This is an optimization exercise on Yosys and OpenROAD, whose aim is small area, a short achievable clock period and few clock cycles per item, not a production implementation. No run shown here included a check of the RTL's function; only the layout flow was run.

## flow/design.v (module list and top-level ports; edited modules follow where they fit)
// module gnn_fa: 3 lines
// module gnn_ha: 3 lines
// module top: 14343 lines
module top ( x0_node0, x1_node0, x2_node0, x3_node0,
x0_node1, x1_node1, x2_node1, x3_node1,
x0_node2, x1_node2, x2_node2, x3_node2,
x0_node3, x1_node3, x2_node3, x3_node3,
w04, w14, w24, w34,
w05, w15, w25, w35,
w06, w16, w26, w36,
w07, w17, w27, w37,
w48, w58, w68, w78,
w49, w59, w69, w79,
out0_node0, out1_node0,
out0_node1, out1_node1,
out0_node2, out1_node2,
out0_node3, out1_node3,
in_ready,
out10_ready_node0, out11_ready_node0,
out10_ready_node1, out11_ready_node1,
out10_ready_node2, out11_ready_node2,
out10_ready_node3, out11_ready_node3,
clk);
  // ...
==> flow/flow/run.sh <==
#!/bin/bash
# The standard layout (the standard.sh, standard synthesis unchanged), with the port
# buffers that placement inserts made plain buf_4 cells instead of the default
# delay buffer (clkdlybuf4s50_1). Every port still gets its own buffer.
set -euo pipefail
bash standard.sh 'BUFFER_PORTS_ARGS=-buffer_cell sky130_fd_sc_hd__buf_4' finish > make_finish.log 2>&1
==> flow/standard.sh <==
#!/bin/bash
# synth_recipe.tcl (not shown) runs the flow's synth.tcl, then flattens the netlist and writes it again
# the make line also repeats each setting of config.mk as NAME=value (left out here)
make -C /OpenROAD-flow-scripts/flow DESIGN_CONFIG=/design/flow/config.mk WORK_HOME=/design/flow/orfs CLKGATE_MAP_FILE= SYNTH_SCRIPT=/design/flow/synth_recipe.tcl "${@:-finish}"
==> flow/config.mk <==
export PLATFORM = sky130hd
export DESIGN_NAME = top
export DESIGN_NICKNAME = top
export VERILOG_FILES = /design/flow/design.v
export SDC_FILE = /design/flow/constraint.sdc
export NUM_CORES = 4
export LEC_CHECK = 0
export CAP_MARGIN = 20
export CORE_MARGIN = 2
export CORE_UTILIZATION = 45
export PLACE_DENSITY = 0.6
export SETUP_SLACK_MARGIN = 3.5
export SLEW_MARGIN = 20
export SYNTH_HIERARCHICAL = 1
export SYNTH_MINIMUM_KEEP_SIZE = 0
==> flow/constraint.sdc <==
create_clock -name core_clock -period 15.0 [get_ports {clk}]
set_input_delay 3.0000 -clock core_clock [delete_from_list [all_inputs] [get_ports {clk}]]
set_output_delay 3.0000 -clock core_clock [all_outputs]
set_load 0.01 [all_outputs]
==> flow_summary_export.csv, run 1 <==
group,metric,value,unit
synthesis,synthFlopType,"edfxtp_1",
global_routing,use_met3,0.112,
drt,wl_per_cell,31.5,µm
die,start_util,0.451,
sta,period_needed,11.33,ns
global_routing,antenna_found_initial,45,
global_routing,grt.total_usage,0.334,
sta,rsz0062_at_grt,"true",
synthesis,synthAdderAreaFrac,0.701,
die,die_h,511,µm
synthesis,yosys_warnings,7,
drt,highest_layer,"met5",
synthesis,synthXorXnorAreaFrac,0.0100,
layout,final_common_cell,"fa_1",
outcome,status,"finished clean",
layout,n_fill_cell,22800,
layout,seq-cell-share,0.0560,
synthesis,yosysTopAreaCell,"fa_1",
critical_path,worstPathCellList,"buf_4 > buf_6 > nand2_1 > fa_1 > fa_1 > fa_1 > fa_1 > fa_1 > fa_1 > fa_1 > fa_1 > fa_1 > fa_1 > inv_1 > ha_1 > nor3_2 > o211ai_1 > a31o_1 > and2_1 > a221o_1 > a21oi_1 > buf_4",
synthesis,synth_mux_area_frac,0.000433,
sta,setup_viol,0,
==> run 2, diff against run 1 <==
--- a/flow/config.mk
+++ b/flow/config.mk
@@ -11,3 +11,3 @@
 export PLACE_DENSITY = 0.6
-export SETUP_SLACK_MARGIN = 3.5
+export SETUP_SLACK_MARGIN = 3.0
 export SLEW_MARGIN = 20
==> run 2 against run 1 <==
Global-route usage down 0.25 points. Highest routed layer unchanged. Die area unchanged. Final cell count down 1.5%. Setup slack worse by 0.52 ns. Final area down 2.9%. Synthesized area unchanged. Fmax down 4.4%. Synthesized cell count unchanged.
==> flow_summary_export.csv, run 2 <==
group,metric,value,unit
outcome,status,"finished clean",
global_routing,use_met3,0.110,
synthesis,synth_cell_types,73,
global_routing,met2_usage,0.488,
synthesis,yosys_warnings,7,
die,die-area,261000,µm²
synthesis,synth_most_common_cell,"fa_1",
drt,wl_per_cell,31.6,µm
synthesis,synth_top_cell_area_share,0.668,
drt,ant_nets,0,
cts,numCtsBuffers,26,
synthesis,synth_cells,10300,
sta,rsz0062_at_grt,"true",
global_routing,grt.total_usage,0.331,
sta,relSlewSlack,0.223,
cts,cts.sinks,232,
synthesis,synth.cells.most_frequent,"3856 x fa_1, 2655 x nand2_1, 931 x and2_1",
critical_path,critPathRequiredTime,12.00,ns
layout,drive_above_1_share,0.0547,
placed_design,gp_congestion,1.02,
synthesis,ys_ff_latch,232,
die,placementRows,186,
placed_design,hpwlAfterDp,328000,µm
layout,post-route-util,0.472,
critical_path,cp-start-kind,"flop",
synthesis,synth.area.top_cells,"fa_1 67%, nand2_1 8.6%, edfxtp_1 6.0%",
sta,fmax,84.4,MHz
drt,drtIter0Drc,8370,
critical_path,setup.worst_path.end_class,"output port",
global_routing,grt_max_degree,99,
die,die_w,511,µm
cts,cts_root_buf,"clkbuf_16",
synthesis,synthFlopType,"edfxtp_1",
synthesis,netlist_area,116000,µm²
layout,final-seq-area,6970,µm²
global_routing,first_global_vias,90600,
critical_path,cp_data_arrival_time,8.85,ns
layout,n_fill_cell,23200,
cts,clkTransAtPathRegs,0.07,ns
drt,wl,422000,µm
sta,drv_slew,0,
hold_path,min_path_type,"input pin to flop",
drt,route.detailed.drc,0,
global_routing,antenna_found_initial,43,
global_routing,grt_pass1_wl,623000,µm
cts,cts_tree,"done",
sta,tns,0,ns
layout,layout_common_cells,"3856 x fa_1, 2655 x nand2_1, 931 x and2_1, 673 x inv_1, 425 x buf_4",
sta,setup_viol,0,
drt,first_pass_iters,6,
sta,tightest_slew,1.17,ns
run,max-cap-violations,0,
sta,period_needed,11.85,ns
global_routing,use_met1,0.431,
layout,final_common_cell,"fa_1",
synthesis,avgSynthCellArea,11.2,µm²
synthesis,synth_edf_count,232,
layout,multi_input_area,102000,µm²
synthesis,ys_seq_area_frac,0.0603,
drt,avgViaCountPerCell,5.89,
global_routing,grt_overflow_total,0,
layout,synthToLayoutAreaGrowth,4.55,%
synthesis,async_flop_share,0,
cts,h-tree-depth,1,
die,core,256000,µm²
die,io_pins,378,
critical_path,path_class,"flop to output port",
cts,ctsHoldBuffers,0,
global_routing,grt.busiest_layer,"met2",
layout,finalNetCount,14300,
die,start_util,0.451,
cts,clockBufferDepth,3,
die,die_h,511,µm
sta,post-route-period-util,0.790,
placed_design,port_buffers,369,
synthesis,yosysTopAreaCell,"fa_1",
drt,dr_total_vias,78800,
sta,final-hold-violation-count,0,
critical_path,cp_max_fo,10,
[run 2: changes by cell type in the layout (fill, tap and decap cells not counted), sizes merged]
cell,before,now
bufbuf,1,0
clkbuf,39,30
diode,21,25
buf,684,483
[run 2: what timing repair did]
action / CTS / global route
setup buffers: 0 / 58
gates resized for setup: 1 / 20
pin swaps: 0 / 0
endpoints found under the setup margin: 1 / 22
gates cloned: 0 / 0
[run 2: routing by layer]
metal | vias to the layer above | wire length [µm]
li1 | 29800 | -
met5 | - | 225
met3 | 1055 | 55800
met4 | 40 | 30300
met2 | 5728 | 181000
met1 | 42200 | 155000
[run 2: Yosys stat by module (local to each module, per instance)]
module  cell area, µm²  flops+latches
gnn_ha            12.5              0
gnn_fa            20.0              0
top              38100            232
[run 2: critical path, stage by stage (launching register included)]
cell and delay [ns]:
edfxtp_1 1.08, nand2_1 0.19, fa_1 0.55, fa_1 0.44
fa_1 0.44, fa_1 0.54, fa_1 0.44, fa_1 0.60
fa_1 0.45, fa_1 0.49, fa_1 0.51, inv_1 0.05
ha_1 0.33, nor2b_1 0.19, o211ai_1 0.26, o21bai_1 0.35
o21ai_2 0.25, o21ai_0 0.28, o31ai_1 0.36, xor2_1 0.21
buf_4 0.15
[run 2: layout make-up]
type                            count  area share
Multi-Input combinational cell   8538       0.845
Sequential cell                   232      0.0577
Tap cell                         3384      0.0350
Timing Repair Buffer              483      0.0345
Inverter                          673      0.0209
Clock buffer                       30     0.00551
Clock inverter                     18     0.00133
Antenna cell                       25    0.000518
[run 2: worst paths after layout]
kind                   start             end  slack, ns  cells past startpoint
hold / removal        w49[2]        w49_r[2]       2.54                      1
setup / recovery  h_n2_j1[3]  out0_node0[19]       3.15                     20
[run 2: per-stage QoR]
stage | worst slack, ns | cells | instance area [µm²] | hold WS, ns
final | 3.15 | 13400 | 121000 | 2.54
after global routing | 3.00 | 13400 | 121000 | 2.52
after CTS | 3.06 | 13300 | 120000 | 2.51
after detailed placement | 3.32 | 13300 | 119000 | 3.18
after global placement | 3.37 | 13300 | 119000 | 3.18
after floorplan | 4.09 | 10400 | 116000 | 3.10
[run 2: cell families (layout without fill, tap and decap cells)]
kind of cell / Yosys count / after routing / synth area share
multiplexers: 5 / 5 / 0.000433
buffers and inverters: 1581 / 1204 / 0.0571
AND/OR/NAND/NOR: 3951 / 3951 / 0.155
AO/OA/AOI/OAI: 282 / 282 / 0.0165
adder cells (fa/ha/maj): 4160 / 4160 / 0.701
other: 1 / 33 / 0.0000324
XOR/XNOR: 132 / 132 / 0.0100
flip-flops: 232 / 232 / 0.0603

-- what the ideal ports hide --
Ports are ideal in the flow. The routed layouts listed here were re-timed in OpenROAD. Step 1 sets driving cells, clkbuf_16 on the clock port and buf_2 on the other inputs (assumed; they add their load-dependent delay and slew). Step 2 also shifts input and output timing later by t, the mid clock arrival at the registers, as if the neighbouring blocks saw the same clock. a / b / c = no drivers / after step 1 / after step 2; a / b = the first two.
run	t (ns)	setup slack, ns	worst setup path after step 2	clock arrival spread, ns	worst register clock-pin slew, ns
run 1	0.696	3.674 / 3.590 / 3.115	input to register	0.076 / 0.076	0.10 / 0.10
run 2	0.690	3.154 / 3.077 / 3.125	input to register	0.085 / 0.085	0.09 / 0.09
After both steps every run listed still meets setup and hold. For run 1, which loses most, drivers alone change the setup slack by -0.084 ns; drivers and shift together by -0.559 ns.
